From an optimization exercise on the open Yosys and OpenROAD flow, aimed at a short achievable clock period and few clock cycles per item; shortcuts taken in it are not production practice. Where RTL was checked, it was by simulation tests only, not by an equivalence proof against the original. Only the layout flow was run in runs 2 to 4; the RTL was not checked for function there. Power and IR drop assume default switching activity.

===== flow/design.v =====
module cpu (
   prog_addr, mem_control, equal, mem_addr, mem_data_in, request_rom,
   request_ram,
   clk, rst, opcode, ab_select, op_addr, mem_data_out
   );
input clk, rst;
input [3:0] opcode;
input ab_select;
input [7:0] op_addr;
input [7:0] mem_data_out;
output reg [11:0] prog_addr;
output reg mem_control;
output reg equal;
output reg [11:0] mem_addr;
output reg [7:0] mem_data_in;
output reg request_rom, request_ram;
localparam store = 4'b0100;
localparam load  = 4'b0011;
localparam add   = 4'b1001;
localparam sub   = 4'b1010;
localparam and_  = 4'b0010;
localparam or_   = 4'b0001;
localparam equal_op = 4'b0101;
localparam L1 = 2;       
localparam L2 = 5;       
localparam W2 = L2 - L1;
localparam W3 = 8 - L2;
function [8:0] slice;    
    input [7:0] x, y;
    input cin, arith, sb, an;
    input integer w;
    reg [7:0] yy, g, t, u;
    reg [8:0] c;
    reg prod;
    integer i, j, k;
    begin
        yy = y ^ {8{sb}};
        g = x & yy;
        t = x | yy;
        c = 9'b0;
        c[0] = cin;
        for (i = 1; i <= 8; i = i + 1) begin
            prod = cin;
            for (j = 0; j < 8; j = j + 1)
                if (j < i) prod = prod & t[j];
            c[i] = prod;
            for (k = 0; k < 8; k = k + 1) begin
                if (k < i) begin
                    prod = g[k];
                    for (j = 0; j < 8; j = j + 1)
                        if (j > k && j < i) prod = prod & t[j];
                    c[i] = c[i] | prod;
                end
            end
        end
        u = arith ? ((x ^ {8{sb}}) ^ y) : (an ? (x & y) : (x | y));
        slice = 9'b0;
        slice[7:0] = u ^ (c[7:0] & {8{arith}});
        slice[8] = c[w];
    end
endfunction
reg [L1-1:0] a1, b1;
reg [L2-1:L1] a2, b2;
reg [7:L2] a3, b3;
reg s1_wa, s1_wb, s1_la, s1_lb, s1_arith, s1_sub, s1_and, s1_f0, s1_f1;
reg s2_wa, s2_wb, s2_arith, s2_sub, s2_and, s2_c;
reg s2_la_bus, s2_lb_bus, s2_la_fwd, s2_lb_fwd;
reg s3_wa, s3_wb, s3_la, s3_lb, s3_arith, s3_sub, s3_and, s3_c;
reg [7:L2] ld3;
reg [7:0] fwd_data;
reg rd, wr;
reg e0_v, e1_v;
reg [1:0] e0_age, e1_age;
reg [7:0] e0_addr, e1_addr;
reg [L2-1:0] e0_d12, e1_d12;
reg [7:L2] e0_d3, e1_d3;
reg st1_sel, st2_sel, st3_sel;   
reg halt;
reg [11:0] pc_next;
wire dv     = !halt;
wire is_ld  = dv && (opcode == load);
wire is_st  = dv && (opcode == store);
wire is_alu = dv && ((opcode == add) || (opcode == sub) || (opcode == and_) || (opcode == or_));
wire is_eq  = dv && (opcode == equal_op);
wire [L1-1:0] bus1 = mem_data_out[L1-1:0];
wire [L1-1:0] a1_k = s2_la_fwd ? fwd_data[L1-1:0] : a1;
wire [L1-1:0] b1_k = s2_lb_fwd ? fwd_data[L1-1:0] : b1;
wire [L1-1:0] a1_eff = s2_la_bus ? bus1 : a1_k;
wire [L1-1:0] b1_eff = s2_lb_bus ? bus1 : b1_k;
wire [8:0] q1 = slice({{(8-L1){1'b0}}, a1_eff}, {{(8-L1){1'b0}}, b1_eff}, s1_sub, s1_arith, s1_sub, s1_and, L1);
wire [L1-1:0] r1 = q1[L1-1:0];
wire [L1-1:0] a1_next = s1_wa ? r1 : a1_eff;
wire [L1-1:0] b1_next = s1_wb ? r1 : b1_eff;
wire [W2-1:0] bus2 = mem_data_out[L2-1:L1];
wire [8:0] q2 = slice({{(8-W2){1'b0}}, a2}, {{(8-W2){1'b0}}, b2}, s2_c, s2_arith, s2_sub, s2_and, W2);
wire [W2-1:0] r2 = q2[W2-1:0];
wire a2_keep = !s2_wa && !s2_la_bus;
wire b2_keep = !s2_wb && !s2_lb_bus;
wire [W2-1:0] a2_k = s2_la_fwd ? fwd_data[L2-1:L1] : a2;
wire [W2-1:0] b2_k = s2_lb_fwd ? fwd_data[L2-1:L1] : b2;
wire [W2-1:0] a2_next = ({W2{s2_wa}} & r2) | ({W2{s2_la_bus}} & bus2) | ({W2{a2_keep}} & a2_k);
wire [W2-1:0] b2_next = ({W2{s2_wb}} & r2) | ({W2{s2_lb_bus}} & bus2) | ({W2{b2_keep}} & b2_k);
wire [8:0] q3 = slice({{(8-W3){1'b0}}, a3}, {{(8-W3){1'b0}}, b3}, s3_c, s3_arith, s3_sub, s3_and, W3);
wire [W3-1:0] r3 = q3[W3-1:0];
wire [W3-1:0] a3_k = s3_la ? ld3 : a3;
wire [W3-1:0] b3_k = s3_lb ? ld3 : b3;
wire [W3-1:0] a3_next = ({W3{s3_wa}} & r3) | ({W3{!s3_wa}} & a3_k);
wire [W3-1:0] b3_next = ({W3{s3_wb}} & r3) | ({W3{!s3_wb}} & b3_k);
wire [L2-1:0] reg12 = st2_sel ? {b2, b1} : {a2, a1};
wire [W3-1:0] reg3  = st3_sel ? b3 : a3;
wire live3_r = st2_sel ? s3_wb : s3_wa;          
wire [W3-1:0] live3_k = st2_sel ? b3_k : a3_k;
wire [W3-1:0] live3 = live3_r ? r3 : live3_k;
wire [L2-1:0] v0_12 = (e0_age == 2'd1) ? reg12 : e0_d12;
wire [L2-1:0] v1_12 = (e1_age == 2'd1) ? reg12 : e1_d12;
wire [W3-1:0] v0_3k = (e0_age == 2'd1) ? live3_k : (e0_age == 2'd2) ? reg3 : e0_d3;
wire [W3-1:0] v1_3k = (e1_age == 2'd1) ? live3_k : (e1_age == 2'd2) ? reg3 : e1_d3;
wire v0_r = (e0_age == 2'd1) && live3_r;
wire v1_r = (e1_age == 2'd1) && live3_r;
wire md_r = rd ? v1_r : v0_r;
wire [W3-1:0] md_3k = rd ? v1_3k : v0_3k;
wire [L2-1:0] md_12 = rd ? v1_12 : v0_12;
wire fw_r = s1_f1 ? v1_r : v0_r;
wire [W3-1:0] fw_3k = s1_f1 ? v1_3k : v0_3k;
wire [L2-1:0] fw_12 = s1_f1 ? v1_12 : v0_12;
wire rd_v = rd ? e1_v : e0_v;
wire [1:0] rd_age = rd ? e1_age : e0_age;
wire issue = rd_v && (rd_age != 2'd0) && !is_ld;
wire pop0 = issue && !rd;
wire pop1 = issue &&  rd;
wire push0 = is_st && !wr;
wire push1 = is_st &&  wr;
wire left = (e0_v && !pop0) || (e1_v && !pop1);
wire m1 = e1_v && (e1_addr == op_addr);
wire m0 = e0_v && (e0_addr == op_addr);
wire fsel = (m0 && m1) ? !rd : m1;
always @(posedge clk) begin
    mem_addr    <= {4'b0, is_ld ? op_addr : (rd ? e1_addr : e0_addr)};
    mem_control <= is_ld;
    mem_data_in <= {md_r ? r3 : md_3k, md_12};
    s1_arith <= opcode[3];
    s1_sub   <= opcode[3] && opcode[1];
    s1_and   <= opcode[1];
    s2_arith <= s1_arith;
    s2_sub   <= s1_sub;
    s2_and   <= s1_and;
    s2_c     <= q1[8];
    s3_arith <= s2_arith;
    s3_sub   <= s2_sub;
    s3_and   <= s2_and;
    s3_c     <= q2[8];
    ld3      <= (s2_la_fwd || s2_lb_fwd) ? fwd_data[7:L2] : mem_data_out[7:L2];
    fwd_data <= {fw_r ? r3 : fw_3k, fw_12};
    st1_sel  <= ab_select;
    st2_sel  <= st1_sel;
    st3_sel  <= st2_sel;
    if (e0_age == 2'd1) e0_d12 <= reg12;
    if (e1_age == 2'd1) e1_d12 <= reg12;
    if (e0_age == 2'd2) e0_d3 <= reg3;
    if (e1_age == 2'd2) e1_d3 <= reg3;
    if (e0_age != 2'd3) e0_age <= e0_age + 2'd1;
    if (e1_age != 2'd3) e1_age <= e1_age + 2'd1;
    if (push0) begin
        e0_addr <= op_addr;
        e0_age  <= 2'd0;
    end
    if (push1) begin
        e1_addr <= op_addr;
        e1_age  <= 2'd0;
    end
    if (!rst) begin
        prog_addr   <= 12'b0;
        pc_next     <= 12'd1;
        request_rom <= 1'b1;
        request_ram <= 1'b0;
        equal <= 1'b0;
        halt  <= 1'b0;
        a1 <= 0; a2 <= 0; a3 <= 0;
        b1 <= 0; b2 <= 0; b3 <= 0;
        s1_wa <= 1'b0; s1_wb <= 1'b0; s1_la <= 1'b0; s1_lb <= 1'b0;
        s1_f0 <= 1'b0; s1_f1 <= 1'b0;
        s2_wa <= 1'b0; s2_wb <= 1'b0;
        s2_la_bus <= 1'b0; s2_lb_bus <= 1'b0; s2_la_fwd <= 1'b0; s2_lb_fwd <= 1'b0;
        s3_wa <= 1'b0; s3_wb <= 1'b0; s3_la <= 1'b0; s3_lb <= 1'b0;
        e0_v <= 1'b0;
        e1_v <= 1'b0;
        rd <= 1'b0;
        wr <= 1'b0;
    end else begin
        prog_addr   <= pc_next;
        pc_next     <= pc_next + 12'd1;
        request_rom <= 1'b1;
        request_ram <= is_ld || issue;
        halt  <= halt || is_eq;
        equal <= (halt || is_eq) && !left;
        a1 <= a1_next; a2 <= a2_next; a3 <= a3_next;
        b1 <= b1_next; b2 <= b2_next; b3 <= b3_next;
        s1_wa <= is_alu && !ab_select;
        s1_wb <= is_alu &&  ab_select;
        s1_la <= is_ld && !ab_select;
        s1_lb <= is_ld &&  ab_select;
        s1_f1 <= is_ld && (m0 || m1) &&  fsel;
        s1_f0 <= is_ld && (m0 || m1) && !fsel;
        s2_wa <= s1_wa;
        s2_wb <= s1_wb;
        s2_la_bus <= s1_la && !(s1_f0 || s1_f1);
        s2_lb_bus <= s1_lb && !(s1_f0 || s1_f1);
        s2_la_fwd <= s1_la &&  (s1_f0 || s1_f1);
        s2_lb_fwd <= s1_lb &&  (s1_f0 || s1_f1);
        s3_wa <= s2_wa;
        s3_wb <= s2_wb;
        s3_la <= s2_la_bus || s2_la_fwd;
        s3_lb <= s2_lb_bus || s2_lb_fwd;
        e0_v <= (e0_v && !pop0) || push0;
        e1_v <= (e1_v && !pop1) || push1;
        if (issue) rd <= !rd;
        if (is_st) wr <= !wr;
    end
end
endmodule

===== flow/flow/run.sh =====
#!/bin/bash
# The standard layout, with the port buffers inserted as buf_4 cells instead
# of the buffer that buffer_ports picks by default (a delay cell here).
set -euo pipefail
bash standard.sh BUFFER_PORTS_ARGS="-buffer_cell sky130_fd_sc_hd__buf_4" finish > standard_flow.log 2>&1

===== flow/standard.sh =====
#!/bin/bash
# synth_recipe.tcl (not shown) runs the flow's synth.tcl, then flattens the netlist and writes it again
# the make line also repeats each setting of config.mk as NAME=value (left out here)
make -C /OpenROAD-flow-scripts/flow DESIGN_CONFIG=/design/flow/config.mk WORK_HOME=/design/flow/orfs CLKGATE_MAP_FILE= SYNTH_SCRIPT=/design/flow/synth_recipe.tcl "${@:-finish}"

===== flow/config.mk =====
export PLATFORM = sky130hd
export DESIGN_NAME = cpu
export DESIGN_NICKNAME = cpu
export VERILOG_FILES = /design/flow/design.v
export SDC_FILE = /design/flow/constraint.sdc
export NUM_CORES = 4
export LEC_CHECK = 0
export ABC_CLOCK_PERIOD_IN_PS = 1500
export CAP_MARGIN = 20
export CORE_MARGIN = 2
export CORE_UTILIZATION = 40
export PLACE_DENSITY = 0.6
export SETUP_SLACK_MARGIN = 2.4
export SLEW_MARGIN = 20
export TNS_END_PERCENT = 100

===== flow/constraint.sdc =====
create_clock -name core_clock -period 4.0 [get_ports {clk}]
set_input_delay 0.8000 -clock core_clock [delete_from_list [all_inputs] [get_ports {clk}]]
set_output_delay 0.8000 -clock core_clock [all_outputs]
set_load 0.01 [all_outputs]

==> out/metrics.yaml, run 1 <==
clocking:
  clock_latency_ps: 420
  clk_pin_slew_ps: 60
  clockRootBuffer: "clkbuf_16"
  h-tree-depth: 4
  cts_tree: "done"
  numCtsBuffers: 17
  clockBufferDepth: 2
  cts.sinks: 141
timing:
  tns_ps: 0
  hold_viol_final: 0
  finClkSkew_ps: 4.59
  rsz0062_at_grt: "yes"
  fin_crit_sh: 0.421
  min_period_ps: 1690
  relSlewSlack: 0.537
  finalSetupViolCount: 0
  worstMarginPinSlew_ps: 693
  fmax_mhz: 593
  final_max_slew_viol_count: 0
  whs_ps: 329
synth:
  synth_seq_cells: 141
  yosysSeqAreaShare: 0.483
  avgSynthCellArea_sq_um: 9.32
  synth_edf_count: 16
  synth-main-ff-cell: "dfxtp_1"
  syn_area_sq_mm: 0.00618
  synthArstFlopShare: 0
  synth.most_common_cell: "dfxtp_1"
  yosys-top-cells-area: "dfxtp_1 41%, edfxtp_1 7.8%, mux2i_1 6.5%, a21oi_1 4.4%, xor2_1 3.7%"
  synth_common_cells: "125 x dfxtp_1, 59 x nor2_1, 56 x nand2_1"
  ys_types: 61
  yosys.area.top_type: "dfxtp_1"
  synth_top_area_frac: 0.405
  syn_inst: 663
  yosys_warnings: 1
grt:
  track_usage: 0.174
  antenna_found_initial: 0
  grt_pass1_vias: 4771
  grt_start_max_net_pins: 35
  grt_pass1_wl_mm: 22.6
  grt_overflow: 0
placement:
  port_buffers: 53
  gp_congestion: 0.799
  dp_hpwl_mm: 9.15
route:
  drt-total-wl_mm: 14.4
  wire_per_inst_um: 15.4
  num_vias: 4864
  drt_iter0_drc: 255
  detail-route-antenna-nets: 0
  dr.pass1.iters: 5
  drc: 0
  vias_per_cell: 5.22
worst_hold_path:
  hp-class: "flop to flop"
pwr:
  p_per_area_mw_per_mm2: 536
  vdd_ir_drop_max_mv: 0.315
  leakage_nw: 3.09
  total_power_mw: 4.37
finish:
  syn2layout_area_growth_pct: 31.9
  antennaDiodeCount: 0
  drive_above_1_share: 0.343
  nets: 761
die:
  row_count: 45
  die_area_sq_mm: 0.0165
  die_w_um: 128
  io_pins: 59
  coreArea_sq_mm: 0.0151
  start_util: 0.408
  die_h_um: 128
critical_path:
  max_stage_delay_ps: 370
  cp_slowest_cell: "dfxtp_4"
  arrival_ps: 2020
  path_cells: "xor2_2 > a2111oi_4 > or3b_4 > a21oi_1 > a311o_1 > o22ai_1"
  worstSetupEndpointType: "flop"
  worstPathRequired_ps: 4340
  critPathMaxFanout: 6
  start_kind: "flop"
  worstSetupPathType: "flop to flop"
flow_run:
  maxCapViolations: 0
outcome:
  status: "complete, no violations"
## flip-flops by register name (all words and copies together), names as in the netlist, 2 cells and up
signal       cells
b3               3
e1_d3            3
e0_age           2
e1_age           2
mem_addr         8
a1               2
fwd_data         8
mem_data_in      8
prog_addr       12
e0_d12           5
e1_addr          8
ld3              3
b2               3
e0_d3            3
b1               2
a3               3
a2               3
e0_addr          8
e1_d12           5
pc_next         12
## per-stage QoR
step           cells  setup slack, ps  instance area (sq um)   util
3_3_place_gp     865             1610                   6730  0.444
6_report         932             2310                   8150  0.538
4_1_cts          921             2310                   7850  0.518
2_1_floorplan    666             2210                   6300      -
5_1_grt          932             2250                   8150  0.538
3_5_place_dp     865             1570                   6730  0.444
## critical path, delay by kind of cell (launching register included)
kind	cells	cell delay [ps]
AO/OA/AOI/OAI	4	840
flip-flops	1	370
XOR/XNOR	1	190
AND/OR/NAND/NOR	1	190
## cell families (layout without fill, tap and decap cells)
| group | count (synthesis) | count (layout) | share of synthesized area |
|---|---|---|---|
| other | 2 | 5 | 0.00122 |
| buffers and inverters | 70 | 146 | 0.0490 |
| AO/OA/AOI/OAI | 146 | 147 | 0.147 |
| multiplexers | 54 | 54 | 0.0925 |
| AND/OR/NAND/NOR | 200 | 201 | 0.152 |
| XOR/XNOR | 38 | 38 | 0.0539 |
| flip-flops | 141 | 141 | 0.483 |
| adder cells (fa/ha/maj) | 12 | 12 | 0.0223 |
## metal layers
metal / global-route usage / vias to the layer above / routed length [um] / part of all wire
met3: 0.0384 / 29 / 460 / 0.032
met2: 0.286 / 86 / 7070 / 0.49
met4: 0.0879 / 0 / 355 / 0.025
met1: 0.216 / 2325 / 6470 / 0.45
li1: - / 2424 / - / -
met5: 0 / - / 0 / 0
## final timing paths
kind	depth (start not counted)	slack (ps)	endpoint	startpoint
min	0	330	st2_sel	st1_sel
max	6	2310	a2[4]	b2[3]
min reg2reg	0	330	st2_sel	st1_sel
max reg2reg	6	2310	a2[4]	b2[3]
## area by class of cell
type | instances | area (sq um)
fillers | 1284 | 7000
multi-input cells | 457 | 3330
flip-flops and latches | 141 | 3100
repair buffers | 88 | 805
clock buffers | 18 | 429
well taps | 188 | 235
clock inverters | 14 | 151
inverters | 26 | 97.6
## cell usage in the layout, fill, tap and decap left out, drive strengths merged, types with 3 or more instances in the layout
cell type,instances
mux2i,42
nand2,56
ha,7
mux2,12
inv,25
o211ai,7
nor3,17
bufinv,3
xnor2,12
dfxtp,125
xor2,26
clkinv,11
nand2b,9
nor2,59
a21oi,57
maj3,5
nor4,7
o21ai,47
o32ai,3
or3,8
a21o,4
clkbuf,18
a211oi,4
buf,88
conb,5
a31oi,5
nand3,13
and3,6
o22ai,3
and2,18
edfxtp,16
## report_power, final
group          leakage, nW  total (mW)  switching [mW]  internal (mW)
clock network        0.286        1.54           0.577          0.967
logic                 1.61        1.02           0.521          0.502
registers             1.20        1.80           0.131           1.67
## repair_timing
| item | 4_1_cts | 5_1_grt |
|---|---|---|
| hold buffers | 0 | 0 |
| gates cloned | 1 | 1 |
| setup buffers | 23 | 10 |
| pin swaps | 13 | 17 |
| setup endpoints to repair | 81 | 62 |
| gates resized for setup | 113 | 61 |
Testbench counts, summed over its fixed seeds: cycles 61,751, instructions 58,115.
==> inputs of run 2 (changes only) <==
--- a/flow/design.v
+++ b/flow/design.v
@@ -60,7 +60,33 @@
     end
 endfunction
+function [4:0] carries;
+    input [3:0] g, t;
+    input cin;
+    reg prod;
+    integer i, j, k;
+    begin
+        carries = 5'b0;
+        carries[0] = cin;
+        for (i = 1; i <= 4; i = i + 1) begin
+            prod = cin;
+            for (j = 0; j < 4; j = j + 1)
+                if (j < i) prod = prod & t[j];
+            carries[i] = prod;
+            for (k = 0; k < 4; k = k + 1) begin
+                if (k < i) begin
+                    prod = g[k];
+                    for (j = 0; j < 4; j = j + 1)
+                        if (j > k && j < i) prod = prod & t[j];
+                    carries[i] = carries[i] | prod;
+                end
+            end
+        end
+    end
+endfunction
 reg [L1-1:0] a1, b1;
 reg [L2-1:L1] a2, b2;
 reg [7:L2] a3, b3;
+reg [L2-1:L1] y2;
+reg [7:L2] y3;
 reg s1_wa, s1_wb, s1_la, s1_lb, s1_arith, s1_sub, s1_and, s1_f0, s1_f1;
 reg s2_wa, s2_wb, s2_arith, s2_sub, s2_and, s2_c;
@@ -93,6 +119,11 @@
 wire [L1-1:0] b1_next = s1_wb ? r1 : b1_eff;
 wire [W2-1:0] bus2 = mem_data_out[L2-1:L1];
-wire [8:0] q2 = slice({{(8-W2){1'b0}}, a2}, {{(8-W2){1'b0}}, b2}, s2_c, s2_arith, s2_sub, s2_and, W2);
-wire [W2-1:0] r2 = q2[W2-1:0];
+wire [W2-1:0] g2 = a2 & y2;
+wire [W2-1:0] t2 = a2 | y2;
+wire [4:0] c2 = carries(g2, t2, s2_c);
+wire [W2-1:0] u2 = s2_arith ? ((a2 ^ {W2{s2_sub}}) ^ b2) : (s2_and ? g2 : t2);
+wire [W2-1:0] e2 = c2[W2-1:0] & {W2{s2_arith}};
+wire [W2-1:0] r2 = u2 ^ e2;
+wire [W2-1:0] r2y = (u2 ^ {W2{s1_sub}}) ^ e2;    
 wire a2_keep = !s2_wa && !s2_la_bus;
 wire b2_keep = !s2_wb && !s2_lb_bus;
@@ -101,10 +132,18 @@
 wire [W2-1:0] a2_next = ({W2{s2_wa}} & r2) | ({W2{s2_la_bus}} & bus2) | ({W2{a2_keep}} & a2_k);
 wire [W2-1:0] b2_next = ({W2{s2_wb}} & r2) | ({W2{s2_lb_bus}} & bus2) | ({W2{b2_keep}} & b2_k);
-wire [8:0] q3 = slice({{(8-W3){1'b0}}, a3}, {{(8-W3){1'b0}}, b3}, s3_c, s3_arith, s3_sub, s3_and, W3);
-wire [W3-1:0] r3 = q3[W3-1:0];
+wire [W2-1:0] y2_next = ({W2{s2_wb}} & r2y) | ({W2{s2_lb_bus}} & (bus2 ^ {W2{s1_sub}}))
+                      | ({W2{b2_keep}} & (b2_k ^ {W2{s1_sub}}));
+wire [W3-1:0] g3 = a3 & y3;
+wire [W3-1:0] t3 = a3 | y3;
+wire [4:0] c3 = carries(g3, t3, s3_c);
+wire [W3-1:0] u3 = s3_arith ? ((a3 ^ {W3{s3_sub}}) ^ b3) : (s3_and ? g3 : t3);
+wire [W3-1:0] e3 = c3[W3-1:0] & {W3{s3_arith}};
+wire [W3-1:0] r3 = u3 ^ e3;
+wire [W3-1:0] r3y = (u3 ^ {W3{s2_sub}}) ^ e3;
 wire [W3-1:0] a3_k = s3_la ? ld3 : a3;
 wire [W3-1:0] b3_k = s3_lb ? ld3 : b3;
 wire [W3-1:0] a3_next = ({W3{s3_wa}} & r3) | ({W3{!s3_wa}} & a3_k);
 wire [W3-1:0] b3_next = ({W3{s3_wb}} & r3) | ({W3{!s3_wb}} & b3_k);
+wire [W3-1:0] y3_next = ({W3{s3_wb}} & r3y) | ({W3{!s3_wb}} & (b3_k ^ {W3{s2_sub}}));
 wire [L2-1:0] reg12 = st2_sel ? {b2, b1} : {a2, a1};
 wire [W3-1:0] reg3  = st3_sel ? b3 : a3;
@@ -149,5 +188,7 @@
     s3_sub   <= s2_sub;
     s3_and   <= s2_and;
-    s3_c     <= q2[8];
+    s3_c     <= c2[W2];
+    y2       <= y2_next;
+    y3       <= y3_next;
     ld3      <= (s2_la_fwd || s2_lb_fwd) ? fwd_data[7:L2] : mem_data_out[7:L2];
     fwd_data <= {fw_r ? r3 : fw_3k, fw_12};
==> run 2 against run 1 <==
Net effect:
- still clean
- area after synthesis shrank 0.75%
- clock skew grew 0.96 ps
- first-iteration DRC count shrank 19%
- wire length shrank 4.1%
- register-to-register slack is essentially flat
- total power shrank 2.4%
- sequential share of layout area grew 1.9 points
- global-route usage grew 0.17 points
- critical endpoint is now y2[3]
==> out/metrics.yaml, run 2 <==
synth:
  synth_seq_cells: 147  # +4.3%
  synth_top_family_by_area: "simple AND/OR/NAND/NOR gates"
  avgSynthCellArea_sq_um: 10.0  # +7.7%
  yosys_warnings: 1  # unchanged
  synth.most_common_cell: "dfxtp_1"
  syn_inst: 611  # -7.8%
  synthArstFlopShare: 0  # unchanged
  yosysSeqAreaShare: 0.506  # +0.0232
  synth_edf_count: 16  # unchanged
  synth-compound-area-share: 0.111  # -0.0360
  yosys.area.top_type: "dfxtp_1"
  synthSimpleGateAreaFrac: 0.139  # -0.0125
  synth_xor_area_frac: 0.0777  # +0.0239
  synth-adder-area-share: 0.0298  # +0.00751
  ys_types: 50  # -18%
  muxShareOfSynthArea: 0.100  # +0.00743
  yosys-top-cells-area: "dfxtp_1 43%, edfxtp_1 7.8%, mux2i_1 6.7%, nor2_1 4.3%, xor2_1 3.6%"
  syn_area_sq_mm: 0.00613  # -0.75%
  synth-main-ff-cell: "dfxtp_1"
  synth_top_area_frac: 0.428  # +0.0226
  synth_common_cells: "131 x dfxtp_1, 70 x nor2_1, 41 x mux2i_1"
critical_path:
  critPathMaxFanout: 3  # -3
  r2r_setup_slack_ps: 2310  # about the same
  path_cells: "xnor3_1 > xnor2_1 > mux2_4 > xnor2_1 > a221o_1"
  cp_slowest_cell: "xnor3_1"
  r2r-start: "b2[3]"
  start_kind: "flop"
  worstSetupPathType: "flop to flop"
  arrival_ps: 2000  # -20 ps
  worstRegToRegCells: 5  # -1
  timing.rr.end: "y2[3]"
  max_stage_delay_ps: 400  # +30 ps
  worstPathRequired_ps: 4310  # -30 ps
  cp_common_cell: "xnor2_1"
  worstSetupEndpointType: "flop"
route:
  dr.pass1.iters: 5  # unchanged
  num_vias: 4529  # -6.9%
  drt-total-wl_mm: 13.8  # -4.1%
  drc: 0  # unchanged
  detail-route-antenna-nets: 0  # unchanged
  drt_iter0_drc: 207  # -19%
  wire_per_inst_um: 15.7  # +1.7%
  vias_per_cell: 5.15  # -1.3%
finish:
  syn2layout_area_growth_pct: 30.3
  layout_commonest_cell: "dfxtp_1"
  antennaDiodeCount: 0  # unchanged
  fin_cells: 879  # -5.7%
  drive_above_1_share: 0.344  # +0.00169
  fin_area_sq_mm: 0.00799  # -2.0%
  nets: 709  # -6.8%
  final_cell_mix: "75 x dfxtp_1, 64 x nor2_1, 47 x dfxtp_2"
  post-route-util: 0.530  # -0.00852
  largestRegisters: "pc_next (12), prog_addr (12)"
  fillers: 1322  # +3.0%
placement:
  gp_congestion: 0.796  # -0.36%
  dp_hpwl_mm: 9.18  # +0.32%
  dpl_cell_area_sq_mm: 0.00676  # +0.41%
  port_buffers: 53  # unchanged
  dp_cells: 827  # -4.4%
  dp_slack_ps: 1960  # +389 ps
die:
  die_h_um: 128  # -0.36%
  row_count: 45  # unchanged
  die_w_um: 128  # -0.36%
  start_util: 0.406  # -0.00155
  io_pins: 59  # unchanged
  coreArea_sq_mm: 0.0151  # -0.37%
  die_area_sq_mm: 0.0163  # -0.72%
clocking:
  cts_tree: "done"
  clockRootBuffer: "clkbuf_16"
  h-tree-depth: 4  # unchanged
  holdBufCountCts: 0  # unchanged
  clockBufferDepth: 2  # unchanged
  clock_latency_ps: 410  # about the same
  clk_pin_slew_ps: 60  # about the same
  cts.sinks: 147  # +4.3%
  numCtsBuffers: 17  # unchanged
worst_hold_path:
  worstHoldStart: "st1_sel"
  hold_end: "st2_sel"
  holdPathStages: 0  # unchanged
  hp-class: "flop to flop"
grt:
  grt_overflow: 0  # unchanged
  track_usage: 0.176  # +0.00175
  grt_pass1_wl_mm: 22.5  # -0.61%
  grt_start_max_net_pins: 35  # unchanged
  antenna_found_initial: 1  # +1
  grt_pass1_vias: 4538  # -4.9%
timing:
  finClkSkew_ps: 5.55  # +0.959 ps
  tns_ps: 0  # unchanged
  finalSetupViolCount: 0  # unchanged
  setup_ws_ps: 2310  # -3.58 ps
  rsz0062_at_grt: "yes"
  hold_viol_final: 0  # unchanged
  worstMarginPinSlew_ps: 522  # -171 ps
  fin_crit_sh: 0.422  # +0.000895
  min_period_ps: 1690  # +3.58 ps
  fmax_mhz: 592  # -0.21%
  final_max_slew_viol_count: 0  # unchanged
  relSlewSlack: 0.651  # +0.114
  whs_ps: 338  # +8.88 ps
pwr:
  p_per_area_mw_per_mm2: 534  # -0.44%
  vdd_ir_drop_max_mv: 0.335  # +6.4%
  leakage_nw: 3.14  # +1.7%
  total_power_mw: 4.27  # -2.4%
outcome:
  status: "complete, no violations"
flow_run:
  maxCapViolations: 0  # unchanged
-- run 2: cells by family after synthesis --
kind of cell | Yosys count
other | 2
AND/OR/NAND/NOR | 180
XOR/XNOR | 48
adder cells (fa/ha/maj) | 16
multiplexers | 59
buffers and inverters | 49
flip-flops | 147
AO/OA/AOI/OAI | 110
-- run 2: worst max path at each step --
| stage | startpoint | endpoint | slack (ps) |
|---|---|---|---|
| floorplan | mem_data_out[1] | b1[1] | 2330 |
| global placement | opcode[2] | equal | 2010 |
| detailed placement | opcode[2] | equal | 1960 |
| CTS | b2[3] | y2[3] | 2320 |
| global route | b2[3] | y2[3] | 2280 |
| finish | b2[3] | y2[3] | 2310 |
-- run 2: layer usage --
metal	routed length [um]	up-vias	share of wire	track usage
li1	-	2244	-	-
met1	6320	2159	0.46	0.224
met2	6580	101	0.48	0.289
met3	554	23	0.040	0.0367
met4	310	2	0.023	0.0808
met5	7	-	0.00051	0
-- run 2: timing repair --
| action | in CTS | in global routing |
|---|---|---|
| hold endpoints to repair | 0 | 0 |
| pin swaps | 12 | 13 |
| gates resized for setup | 87 | 57 |
| buffers inserted | 14 | 6 |
| setup endpoints to repair | 73 | 73 |
| cloned | 1 | 0 |
-- run 2: cell type report --
class                   instances  area, sq um  share of cell area
well taps                     188          235              0.0294
multi-input cells             418         3140               0.393
clock inverters                 8          120              0.0150
repair buffers                 74          692              0.0866
clock buffers                  23          519              0.0650
repair inverters                1         7.51            0.000940
flip-flops and latches        147         3200               0.400
inverters                      20         81.3              0.0102
-- run 2: worst max-delay path, delay by kind of cell, from the launching register on --
family	cells	cell delay (ps)
AO/OA/AOI/OAI	1	290
XOR/XNOR	3	670
flip-flops	1	340
multiplexers	1	280
-- run 2: report_power, final --
part | internal, mW | switching, mW | leakage, nW
combinational | 0.394 | 0.424 | 1.59
clock | 1.09 | 0.588 | 0.312
sequential | 1.66 | 0.107 | 1.24
==> inputs of run 3 (changes only) <==
--- a/flow/design.v
+++ b/flow/design.v
@@ -87,6 +87,6 @@
 reg [L2-1:L1] a2, b2;
 reg [7:L2] a3, b3;
-reg [L2-1:L1] y2;
-reg [7:L2] y3;
+reg [L2-1:L1] y2, x2;
+reg [7:L2] y3, x3;
 reg s1_wa, s1_wb, s1_la, s1_lb, s1_arith, s1_sub, s1_and, s1_f0, s1_f1;
 reg s2_wa, s2_wb, s2_arith, s2_sub, s2_and, s2_c;
@@ -122,5 +122,5 @@
 wire [W2-1:0] t2 = a2 | y2;
 wire [4:0] c2 = carries(g2, t2, s2_c);
-wire [W2-1:0] u2 = s2_arith ? ((a2 ^ {W2{s2_sub}}) ^ b2) : (s2_and ? g2 : t2);
+wire [W2-1:0] u2 = s2_arith ? (x2 ^ b2) : (s2_and ? g2 : t2);
 wire [W2-1:0] e2 = c2[W2-1:0] & {W2{s2_arith}};
 wire [W2-1:0] r2 = u2 ^ e2;
@@ -132,4 +132,6 @@
 wire [W2-1:0] a2_next = ({W2{s2_wa}} & r2) | ({W2{s2_la_bus}} & bus2) | ({W2{a2_keep}} & a2_k);
 wire [W2-1:0] b2_next = ({W2{s2_wb}} & r2) | ({W2{s2_lb_bus}} & bus2) | ({W2{b2_keep}} & b2_k);
+wire [W2-1:0] x2_next = ({W2{s2_wa}} & r2y) | ({W2{s2_la_bus}} & (bus2 ^ {W2{s1_sub}}))
+                      | ({W2{a2_keep}} & (a2_k ^ {W2{s1_sub}}));
 wire [W2-1:0] y2_next = ({W2{s2_wb}} & r2y) | ({W2{s2_lb_bus}} & (bus2 ^ {W2{s1_sub}}))
                       | ({W2{b2_keep}} & (b2_k ^ {W2{s1_sub}}));
@@ -137,5 +139,5 @@
 wire [W3-1:0] t3 = a3 | y3;
 wire [4:0] c3 = carries(g3, t3, s3_c);
-wire [W3-1:0] u3 = s3_arith ? ((a3 ^ {W3{s3_sub}}) ^ b3) : (s3_and ? g3 : t3);
+wire [W3-1:0] u3 = s3_arith ? (x3 ^ b3) : (s3_and ? g3 : t3);
 wire [W3-1:0] e3 = c3[W3-1:0] & {W3{s3_arith}};
 wire [W3-1:0] r3 = u3 ^ e3;
@@ -145,4 +147,5 @@
 wire [W3-1:0] a3_next = ({W3{s3_wa}} & r3) | ({W3{!s3_wa}} & a3_k);
 wire [W3-1:0] b3_next = ({W3{s3_wb}} & r3) | ({W3{!s3_wb}} & b3_k);
+wire [W3-1:0] x3_next = ({W3{s3_wa}} & r3y) | ({W3{!s3_wa}} & (a3_k ^ {W3{s2_sub}}));
 wire [W3-1:0] y3_next = ({W3{s3_wb}} & r3y) | ({W3{!s3_wb}} & (b3_k ^ {W3{s2_sub}}));
 wire [L2-1:0] reg12 = st2_sel ? {b2, b1} : {a2, a1};
@@ -191,4 +194,6 @@
     y2       <= y2_next;
     y3       <= y3_next;
+    x2       <= x2_next;
+    x3       <= x3_next;
     ld3      <= (s2_la_fwd || s2_lb_fwd) ? fwd_data[7:L2] : mem_data_out[7:L2];
     fwd_data <= {fw_r ? r3 : fw_3k, fw_12};
==> run 3 against run 2 <==
Net effect:
- combinational power rose by 22%
- sequential share of layout area barely moved
- setup slack got worse by 34 ps
- flip-flop and latch count rose by 5
- critical path type unchanged
- clock-buffer cell count fell by 5
- register-to-register slack got worse by 30 ps
- largest cell class unchanged
==> out/metrics.yaml, run 3 <==
outcome:
  status: "complete, no violations"
clocking:
  clockBufferDepth: 2  # unchanged
  cts_tree: "done"
  numCtsBuffers: 17  # unchanged
  clk_pin_slew_ps: 60  # about the same
  h-tree-depth: 4  # unchanged
  clockRootBuffer: "clkbuf_16"
  clock_latency_ps: 420  # about the same
  cts.sinks: 152  # +3.4%
  holdBufCountCts: 0  # unchanged
finish:
  layout_commonest_cell: "dfxtp_1"
  syn2layout_area_growth_pct: 30.8
  drive_above_1_share: 0.336  # -0.00880
  fin_area_sq_mm: 0.00823  # +3.0%
  largestRegisters: "pc_next (12), prog_addr (12)"
  nets: 744  # +4.9%
  fillers: 1361  # +3.0%
  antennaDiodeCount: 0  # unchanged
  post-route-util: 0.538  # +0.00806
  final_cell_mix: "85 x dfxtp_1, 63 x nor2_1, 54 x buf_4"
synth:
  synthSimpleGateAreaFrac: 0.137  # -0.00235
  syn_area_sq_mm: 0.00629  # +2.6%
  synth-adder-area-share: 0.0237  # -0.00613
  synth_seq_cells: 152  # +3.4%
  yosys-top-cells-area: "dfxtp_1 43%, edfxtp_1 7.6%, mux2i_1 6.5%, xor2_1 4.3%, nor2_1 3.8%"
  yosys.area.top_type: "dfxtp_1"
  synth-compound-area-share: 0.122  # +0.0119
  yosysSeqAreaShare: 0.509  # +0.00303
  synth_xor_area_frac: 0.0668  # -0.0109
  syn_inst: 633  # +3.6%
  synth_top_area_frac: 0.433  # +0.00502
  muxShareOfSynthArea: 0.102  # +0.00163
  synth_common_cells: "136 x dfxtp_1, 64 x nor2_1, 41 x mux2i_1"
  avgSynthCellArea_sq_um: 9.94  # -0.95%
  synthArstFlopShare: 0  # unchanged
  synth_top_family_by_area: "simple AND/OR/NAND/NOR gates"
  ys_types: 57  # +14%
  synth.most_common_cell: "dfxtp_1"
  synth_edf_count: 16  # unchanged
  yosys_warnings: 1  # unchanged
  synth-main-ff-cell: "dfxtp_1"
pwr:
  switchingPower_mw: 1.28  # +14%
  pwr-share-clk: 0.349  # -0.046
  seqPwrFrac: 0.427  # +0.014
  internal_power_mw: 3.21  # +2.1%
  p_per_area_mw_per_mm2: 545  # +2.1%
  leakage_nw: 3.19  # +1.4%
  vdd_ir_drop_max_mv: 0.361  # +7.8%
  p_sw_frac: 0.284  # +0.0217
  power_frac_comb: 0.224  # +0.032
timing:
  finClkSkew_ps: 17.3  # +11.8 ps
  setup_ws_ps: 2280  # -33.7 ps
  whs_ps: 324  # -14.2 ps
  tns_ps: 0  # unchanged
  fin_crit_sh: 0.431  # +0.00843
  hold_viol_final: 0  # unchanged
  fmax_mhz: 580  # -2.0%
  finalSetupViolCount: 0  # unchanged
  final_max_slew_viol_count: 0  # unchanged
  rsz0062_at_grt: "yes"
  min_period_ps: 1720  # +33.7 ps
die:
  die_h_um: 129  # +1.3%
  die_w_um: 129  # +1.3%
  row_count: 45  # unchanged
  start_util: 0.411  # +0.00448
  coreArea_sq_mm: 0.0153  # +1.5%
  io_pins: 59  # unchanged
  die_area_sq_mm: 0.0167  # +2.5%
route:
  drc: 0  # unchanged
  num_vias: 4828  # +6.6%
  vias_per_cell: 5.15  # -0.10%
  dr.pass1.iters: 5  # unchanged
  drt-total-wl_mm: 14.7  # +6.7%
  drt_iter0_drc: 303  # +46%
  detail-route-antenna-nets: 0  # unchanged
  wire_per_inst_um: 15.7  # about the same
grt:
  antenna_found_initial: 0  # -1
  grt_pass1_vias: 4671  # +2.9%
  grt_pass1_wl_mm: 23.5  # +4.8%
  grt_start_max_net_pins: 32  # -8.6%
  grt_overflow: 0  # unchanged
  track_usage: 0.181  # +0.00486
flow_run:
  maxCapViolations: 0  # unchanged
critical_path:
  worstSetupEndpointType: "flop"
  critPathMaxFanout: 4  # +1
  start_kind: "flop"
  worstPathRequired_ps: 4310  # about the same
  arrival_ps: 2030  # +30 ps
  worstSetupPathType: "flop to flop"
placement:
  dp_hpwl_mm: 9.54  # +4.0%
  dp_slack_ps: 1710  # -246 ps
  dpl_cell_area_sq_mm: 0.00691  # +2.2%
  port_buffers: 53  # unchanged
  gp_congestion: 0.883  # +11%
worst_hold_path:
  hp-class: "flop to flop"
-- run 3: changes by cell type after synthesis, sizes merged, moves of 4 or more --
cell / change
and3: -4
xor2: +6
a221o: +6
dfxtp: +5
nand2: +7
nor2: -6
clkbuf: +6
o21ai: +7
nand3: -9
-- run 3: cells by family (layout without fill, tap and decap cells) --
| family | count (synthesis) | in the layout |
|---|---|---|
| and+or+nand+nor | 179 | 179 |
| DFF | 152 | 152 |
| AOI/OAI and AO/OA | 123 | 123 |
| muxes | 61 | 61 |
| buffers and inverters | 55 | 146 |
| xor gates and xnor gates | 48 | 48 |
| adders and majority gates | 13 | 13 |
| other | 2 | 5 |
-- run 3: final cells by class --
type / count / area (sq um) / share of cell area
Clock inverter: 14 / 150 / 0.0182
Inverter: 23 / 96.3 / 0.0117
Timing Repair Buffer: 88 / 797 / 0.0968
Tap cell: 211 / 264 / 0.0321
Sequential cell: 152 / 3290 / 0.400
Timing Repair inverter: 3 / 20.0 / 0.00243
Clock buffer: 18 / 429 / 0.0521
Multi-Input combinational cell: 429 / 3180 / 0.387
-- run 3: through the flow --
stage / total power [mW] / cells
3_5_place_dp: 2.72 / 869
6_report: 4.49 / 938
5_1_grt: 4.73 / 938
3_3_place_gp: 2.69 / 869
4_1_cts: 4.43 / 920
2_1_floorplan: 2.47 / 636
-- run 3: routing by layer --
layer	global-route usage	part of all wire	vias to the layer above
met5	0	0	-
met4	0.0734	0.020	0
met3	0.0483	0.046	20
met2	0.286	0.47	131
met1	0.237	0.46	2335
li1	-	-	2342
-- run 3: final timing paths --
| kind | from | end | slack (ps) | cells after the start |
|---|---|---|---|---|
| hold reg to reg | st1_sel | st2_sel | 320 | 0 |
| setup reg to reg | a2[2] | x2[4] | 2280 | 5 |
| setup / recovery | a2[2] | x2[4] | 2280 | 5 |
| hold / removal | st1_sel | st2_sel | 320 | 0 |
-- run 3: timing repair --
item | 4_1_cts | 5_1_grt
buffers inserted | 17 | 17
resized for setup | 100 | 42
pin swaps | 7 | 14
gates cloned | 2 | 1
endpoints found under the setup margin | 110 | 85
-- run 3: worst max-delay path, cell delays in order (launching register included) --
cell	delay, ps
dfxtp_2	340
maj3_2	370
o2111a_1	290
nor3_4	160
xnor2_1	120
a221o_2	330
-- run 3: power groups by stage --
stage,combinational [mW],clock [mW],sequential (mW)
2_1_floorplan,0.558,0,1.91
3_3_place_gp,0.772,0,1.92
3_5_place_dp,0.800,0,1.92
4_1_cts,0.922,1.59,1.92
5_1_grt,1.12,1.66,1.94
6_report,1.00,1.57,1.92
==> inputs of run 4 (changes only) <==
--- a/flow/design.v
+++ b/flow/design.v
@@ -22,5 +22,5 @@
 localparam or_   = 4'b0001;
 localparam equal_op = 4'b0101;
-localparam L1 = 2;       
+localparam L1 = 1;       
 localparam L2 = 5;       
 localparam W2 = L2 - L1;
@@ -60,17 +60,21 @@
     end
 endfunction
-function [4:0] carries;
-    input [3:0] g, t;
-    input cin;
+function [24:0] stage;
+    input [3:0] a, b, g, t, p, ld;
+    input cin, arith, an, wa, wb, la, lb, sn;
+    input integer w;
+    reg [4:0] c;
+    reg [3:0] u, r0, r1, a0, a1, b0, b1, y0, y1;
+    reg [3:0] ro, ao, bo, go, to, po;
     reg prod;
     integer i, j, k;
     begin
-        carries = 5'b0;
-        carries[0] = cin;
+        c = 5'b0;
+        c[0] = cin;
         for (i = 1; i <= 4; i = i + 1) begin
             prod = cin;
             for (j = 0; j < 4; j = j + 1)
                 if (j < i) prod = prod & t[j];
-            carries[i] = prod;
+            c[i] = prod;
             for (k = 0; k < 4; k = k + 1) begin
                 if (k < i) begin
@@ -78,15 +82,31 @@
                     for (j = 0; j < 4; j = j + 1)
                         if (j > k && j < i) prod = prod & t[j];
-                    carries[i] = carries[i] | prod;
+                    c[i] = c[i] | prod;
                 end
             end
         end
+        u  = arith ? p : (an ? g : t);
+        r0 = u;
+        r1 = u ^ {4{arith}};
+        a0 = wa ? r0 : la ? ld : a;
+        a1 = wa ? r1 : la ? ld : a;
+        b0 = wb ? r0 : lb ? ld : b;
+        b1 = wb ? r1 : lb ? ld : b;
+        y0 = b0 ^ {4{sn}};
+        y1 = b1 ^ {4{sn}};
+        for (i = 0; i < 4; i = i + 1) begin
+            ro[i] = c[i] ? r1[i] : r0[i];
+            ao[i] = c[i] ? a1[i] : a0[i];
+            bo[i] = c[i] ? b1[i] : b0[i];
+            go[i] = c[i] ? (a1[i] & y1[i]) : (a0[i] & y0[i]);
+            to[i] = c[i] ? (a1[i] | y1[i]) : (a0[i] | y0[i]);
+            po[i] = c[i] ? (a1[i] ^ y1[i]) : (a0[i] ^ y0[i]);
+        end
+        stage = {c[w], ro, ao, bo, go, to, po};
     end
 endfunction
 reg [L1-1:0] a1, b1;
-reg [L2-1:L1] a2, b2;
-reg [7:L2] a3, b3;
-reg [L2-1:L1] y2, x2;
-reg [7:L2] y3, x3;
+reg [L2-1:L1] a2, b2, g2, t2, p2;
+reg [7:L2] a3, b3, g3, t3, p3;
 reg s1_wa, s1_wb, s1_la, s1_lb, s1_arith, s1_sub, s1_and, s1_f0, s1_f1;
 reg s2_wa, s2_wb, s2_arith, s2_sub, s2_and, s2_c;
@@ -103,5 +123,4 @@
 reg st1_sel, st2_sel, st3_sel;   
 reg halt;
-reg [11:0] pc_next;
 wire dv     = !halt;
 wire is_ld  = dv && (opcode == load);
@@ -119,34 +138,16 @@
 wire [L1-1:0] b1_next = s1_wb ? r1 : b1_eff;
 wire [W2-1:0] bus2 = mem_data_out[L2-1:L1];
-wire [W2-1:0] g2 = a2 & y2;
-wire [W2-1:0] t2 = a2 | y2;
-wire [4:0] c2 = carries(g2, t2, s2_c);
-wire [W2-1:0] u2 = s2_arith ? (x2 ^ b2) : (s2_and ? g2 : t2);
-wire [W2-1:0] e2 = c2[W2-1:0] & {W2{s2_arith}};
-wire [W2-1:0] r2 = u2 ^ e2;
-wire [W2-1:0] r2y = (u2 ^ {W2{s1_sub}}) ^ e2;    
-wire a2_keep = !s2_wa && !s2_la_bus;
-wire b2_keep = !s2_wb && !s2_lb_bus;
-wire [W2-1:0] a2_k = s2_la_fwd ? fwd_data[L2-1:L1] : a2;
-wire [W2-1:0] b2_k = s2_lb_fwd ? fwd_data[L2-1:L1] : b2;
-wire [W2-1:0] a2_next = ({W2{s2_wa}} & r2) | ({W2{s2_la_bus}} & bus2) | ({W2{a2_keep}} & a2_k);
-wire [W2-1:0] b2_next = ({W2{s2_wb}} & r2) | ({W2{s2_lb_bus}} & bus2) | ({W2{b2_keep}} & b2_k);
-wire [W2-1:0] x2_next = ({W2{s2_wa}} & r2y) | ({W2{s2_la_bus}} & (bus2 ^ {W2{s1_sub}}))
-                      | ({W2{a2_keep}} & (a2_k ^ {W2{s1_sub}}));
-wire [W2-1:0] y2_next = ({W2{s2_wb}} & r2y) | ({W2{s2_lb_bus}} & (bus2 ^ {W2{s1_sub}}))
-                      | ({W2{b2_keep}} & (b2_k ^ {W2{s1_sub}}));
-wire [W3-1:0] g3 = a3 & y3;
-wire [W3-1:0] t3 = a3 | y3;
-wire [4:0] c3 = carries(g3, t3, s3_c);
-wire [W3-1:0] u3 = s3_arith ? (x3 ^ b3) : (s3_and ? g3 : t3);
-wire [W3-1:0] e3 = c3[W3-1:0] & {W3{s3_arith}};
-wire [W3-1:0] r3 = u3 ^ e3;
-wire [W3-1:0] r3y = (u3 ^ {W3{s2_sub}}) ^ e3;
+wire [W2-1:0] ld2 = (s2_la_bus || s2_lb_bus) ? bus2 : fwd_data[L2-1:L1];
+wire [24:0] q2 = stage(a2, b2, g2, t2, p2, ld2, s2_c, s2_arith, s2_and, s2_wa, s2_wb,
+                       s2_la_bus || s2_la_fwd, s2_lb_bus || s2_lb_fwd, s1_sub, W2);
+wire [W2-1:0] a2_next = q2[16+W2-1:16];
+wire [W2-1:0] b2_next = q2[12+W2-1:12];
+wire [24:0] q3 = stage(a3, b3, g3, t3, p3, ld3, s3_c, s3_arith, s3_and, s3_wa, s3_wb,
+                       s3_la, s3_lb, s2_sub, W3);
+wire [W3-1:0] r3 = q3[20+W3-1:20];
 wire [W3-1:0] a3_k = s3_la ? ld3 : a3;
 wire [W3-1:0] b3_k = s3_lb ? ld3 : b3;
-wire [W3-1:0] a3_next = ({W3{s3_wa}} & r3) | ({W3{!s3_wa}} & a3_k);
-wire [W3-1:0] b3_next = ({W3{s3_wb}} & r3) | ({W3{!s3_wb}} & b3_k);
-wire [W3-1:0] x3_next = ({W3{s3_wa}} & r3y) | ({W3{!s3_wa}} & (a3_k ^ {W3{s2_sub}}));
-wire [W3-1:0] y3_next = ({W3{s3_wb}} & r3y) | ({W3{!s3_wb}} & (b3_k ^ {W3{s2_sub}}));
+wire [W3-1:0] a3_next = q3[16+W3-1:16];
+wire [W3-1:0] b3_next = q3[12+W3-1:12];
 wire [L2-1:0] reg12 = st2_sel ? {b2, b1} : {a2, a1};
 wire [W3-1:0] reg3  = st3_sel ? b3 : a3;
@@ -191,9 +192,11 @@
     s3_sub   <= s2_sub;
     s3_and   <= s2_and;
-    s3_c     <= c2[W2];
-    y2       <= y2_next;
-    y3       <= y3_next;
-    x2       <= x2_next;
-    x3       <= x3_next;
+    s3_c     <= q2[24];
+    g2 <= q2[8+W2-1:8];
+    t2 <= q2[4+W2-1:4];
+    p2 <= q2[W2-1:0];
+    g3 <= q3[8+W3-1:8];
+    t3 <= q3[4+W3-1:4];
+    p3 <= q3[W3-1:0];
     ld3      <= (s2_la_fwd || s2_lb_fwd) ? fwd_data[7:L2] : mem_data_out[7:L2];
     fwd_data <= {fw_r ? r3 : fw_3k, fw_12};
@@ -217,5 +220,4 @@
     if (!rst) begin
         prog_addr   <= 12'b0;
-        pc_next     <= 12'd1;
         request_rom <= 1'b1;
         request_ram <= 1'b0;
@@ -234,6 +236,5 @@
         wr <= 1'b0;
     end else begin
-        prog_addr   <= pc_next;
-        pc_next     <= pc_next + 12'd1;
+        prog_addr   <= prog_addr + 12'd1;
         request_rom <= 1'b1;
         request_ram <= is_ld || issue;
==> run 4 against run 3 <==
Net effect:
- design area increased by 11%
- die area up 11%
- largest power group unchanged
- wire length increased by 14%
- clock-buffer cell count unchanged
==> out/metrics.yaml, run 4 <==
finish:
  layout_commonest_cell: "dfxtp_1"
  fillers: 1529  # +12%
  top_register: "prog_addr"
  antennaDiodeCount: 0  # unchanged
  syn2layout_area_growth_pct: 30.1
  nets: 872  # +17%
  final_cell_mix: "84 x dfxtp_1, 70 x buf_4, 61 x nand2_1"
  largest_reg_flops: 12
  drive_above_1_share: 0.342  # +0.00657
critical_path:
  max_stage_delay_ps: 380  # about the same
  arrival_ps: 2490  # +460 ps
  worstSetupPathType: "flop to flop"
  path_cells: "buf_6 > or2_4 > a311oi_4 > a21o_1 > xor2_1 > ha_2 > mux2_4"
  path_buf_inv: 1  # +1
  worstSetupEndpointType: "flop"
  start_kind: "flop"
  critPathMaxFanout: 5  # +1
  cp_slowest_cell: "a311oi_4"
  crit_family: "compound AO/OA/AOI/OAI gates"
  worstPathRequired_ps: 4310  # about the same
die:
  coreArea_sq_mm: 0.0172  # +13%
  die_h_um: 137  # +5.5%
  die_area_sq_mm: 0.0187  # +11%
  die_w_um: 137  # +5.5%
  row_count: 48  # +6.7%
  io_pins: 59  # unchanged
  start_util: 0.408  # -0.00298
synth:
  yosys-top-cells-area: "dfxtp_1 38%, mux2i_1 7.8%, edfxtp_1 6.8%, ha_1 6.2%, xnor2_1 3.6%"
  syn_inst: 723  # +14%
  synth_top_area_frac: 0.379  # -0.0540
  syn_area_sq_mm: 0.00703  # +12%
  synth_common_cells: "133 x dfxtp_1, 62 x nand2_1, 56 x nor2_1"
  yosysSeqAreaShare: 0.447  # -0.0620
  synth_seq_cells: 149  # -2.0%
  synthArstFlopShare: 0  # unchanged
  yosys.area.top_type: "dfxtp_1"
  yosys_warnings: 1  # unchanged
  ys_types: 58  # +1.8%
  avgSynthCellArea_sq_um: 9.72  # -2.2%
  synth-main-ff-cell: "dfxtp_1"
  synth_edf_count: 16  # unchanged
  synth.most_common_cell: "dfxtp_1"
route:
  drc: 0  # unchanged
  drt_iter0_drc: 335  # +11%
  num_vias: 5408  # +12%
  detail-route-antenna-nets: 0  # unchanged
  dr.pass1.iters: 4  # -1
  wire_per_inst_um: 15.9  # +1.5%
  vias_per_cell: 5.14  # -0.13%
  drt-total-wl_mm: 16.7  # +14%
timing:
  tns_ps: 0  # unchanged
  fmax_mhz: 460  # -21%
  rsz0062_at_grt: "yes"
  final_max_slew_viol_count: 0  # unchanged
  finClkSkew_ps: 7.03  # -10.3 ps
  whs_ps: 325  # +1.01 ps
  min_period_ps: 2180  # +453 ps
  finalSetupViolCount: 0  # unchanged
  worstMarginPinSlew_ps: 718
  relSlewSlack: 0.520
  fin_crit_sh: 0.544  # +0.113
  hold_viol_final: 0  # unchanged
grt:
  grt_pass1_vias: 5553  # +19%
  grt_start_max_net_pins: 27  # -16%
  antenna_found_initial: 0  # unchanged
  grt_pass1_wl_mm: 26.8  # +14%
  track_usage: 0.184  # +0.00333
  grt_overflow: 0  # unchanged
pwr:
  leakage_nw: 3.87  # +22%
  total_power_mw: 4.47  # -0.38%
  p_per_area_mw_per_mm2: 489  # -10%
  vdd_ir_drop_max_mv: 0.347  # -4.0%
clocking:
  h-tree-depth: 4  # unchanged
  clk_pin_slew_ps: 60  # about the same
  holdBufCountCts: 0  # unchanged
  clockBufferDepth: 2  # unchanged
  cts_tree: "done"
  numCtsBuffers: 17  # unchanged
  clockRootBuffer: "clkbuf_16"
  cts.sinks: 149  # -2.0%
  clock_latency_ps: 430  # about the same
placement:
  gp_congestion: 0.864  # -2.2%
  port_buffers: 53  # unchanged
  dp_hpwl_mm: 11.1  # +16%
worst_hold_path:
  hp-class: "flop to flop"
outcome:
  status: "complete, no violations"
flow_run:
  maxCapViolations: 0  # unchanged
[run 4: report_power, final]
group	switching (mW)	total (mW)	internal, mW
Combinational	0.566	1.06	0.489
Clock	0.650	1.51	0.861
Sequential	0.138	1.90	1.77
[run 4: kinds of logic (layout without fill, tap and decap cells)]
group                      count (synthesis)  in the layout  share of synthesized area
DFF                                      149            149                      0.447
buffers and inverters                     77            178                     0.0479
AOI/OAI and AO/OA                        147            147                      0.142
adders and majority gates                 35             35                     0.0623
other                                      2              5                    0.00107
xor gates and xnor gates                  58             58                     0.0723
muxes                                     75             75                      0.110
and+or+nand+nor                          180            180                      0.117
[run 4: worst paths after layout]
path	from	to	slack (ps)	cells past startpoint
worst max-delay path	s2_lb_bus	p2[3]	1820	7
worst min-delay path	st1_sel	st2_sel	320	0
worst max register to register	s2_lb_bus	p2[3]	1820	7
worst min register to register	st1_sel	st2_sel	320	0
[run 4: per-layer routing]
layer / part of all wire / track usage / vias up / wire, um
met5: 0 / 0 / - / 0
met4: 0.018 / 0.0613 / 0 / 297
met3: 0.043 / 0.0548 / 21 / 714
met2: 0.50 / 0.324 / 108 / 8430
met1: 0.44 / 0.214 / 2605 / 7290
li1: - / - / 2674 / -
[run 4: area by class of cell]
cell class                      instances  area, sq um  area share
Clock buffer                           18          429      0.0469
Timing Repair inverter                  1         5.00    0.000547
Multi-Input combinational cell        500         3970       0.434
Sequential cell                       149         3230       0.353
Clock inverter                         14          126      0.0138
Inverter                               40          168      0.0183
Tap cell                              225          282      0.0308
Timing Repair Buffer                  105          937       0.102
[run 4: through the flow]
step	area, sq um	setup WS [ps]	std cells	utilization
3_5_place_dp	7660	1600	969	0.445
4_1_cts	8790	1870	1033	0.510
3_3_place_gp	7660	1660	969	0.445
6_report	9150	1820	1052	0.531
2_1_floorplan	7180	1840	726	-
5_1_grt	9150	1790	1052	0.531
[run 4: what timing repair did]
item,in CTS,in global routing
pin swaps,10,17
cloned,0,1
setup endpoints to repair,85,92
gates resized for setup,106,50
buffers inserted,32,18

==> port drivers added, routing unchanged <==
How much do the figures lean on ideal ports? The routed layouts below were timed once more, with nothing changed but the port constraints. Step 1 sets driving cells, clkbuf_16 on the clock port and buf_2 on the other inputs (assumed; they add their load-dependent delay and slew). Step 2 times the ports against the registers' clock, not the clock port: input delays grow and output delays shrink by t, the midpoint of the rising clock arrivals with the driver on. Slacks: ideal / step 1 / step 2; pairs: ideal / step 1.
run	shift t [ns]	setup slack, ns	worst setup path at the end	clock arrival spread, ns
run 1	0.452	2.314 / 2.303 / 1.987	input to register	0.005 / 0.005
run 2	0.453	2.311 / 2.307 / 2.066	input to register	0.007 / 0.007
run 3	0.453	2.277 / 2.277 / 2.022	input to register	0.017 / 0.017
run 4	0.466	1.824 / 1.824 / 1.603	input to register	0.007 / 0.007
After both steps setup and hold are still met in every run listed. The setup slack of run 1, which loses most, moves by -0.011 ns with the drivers and by -0.327 ns with both steps.
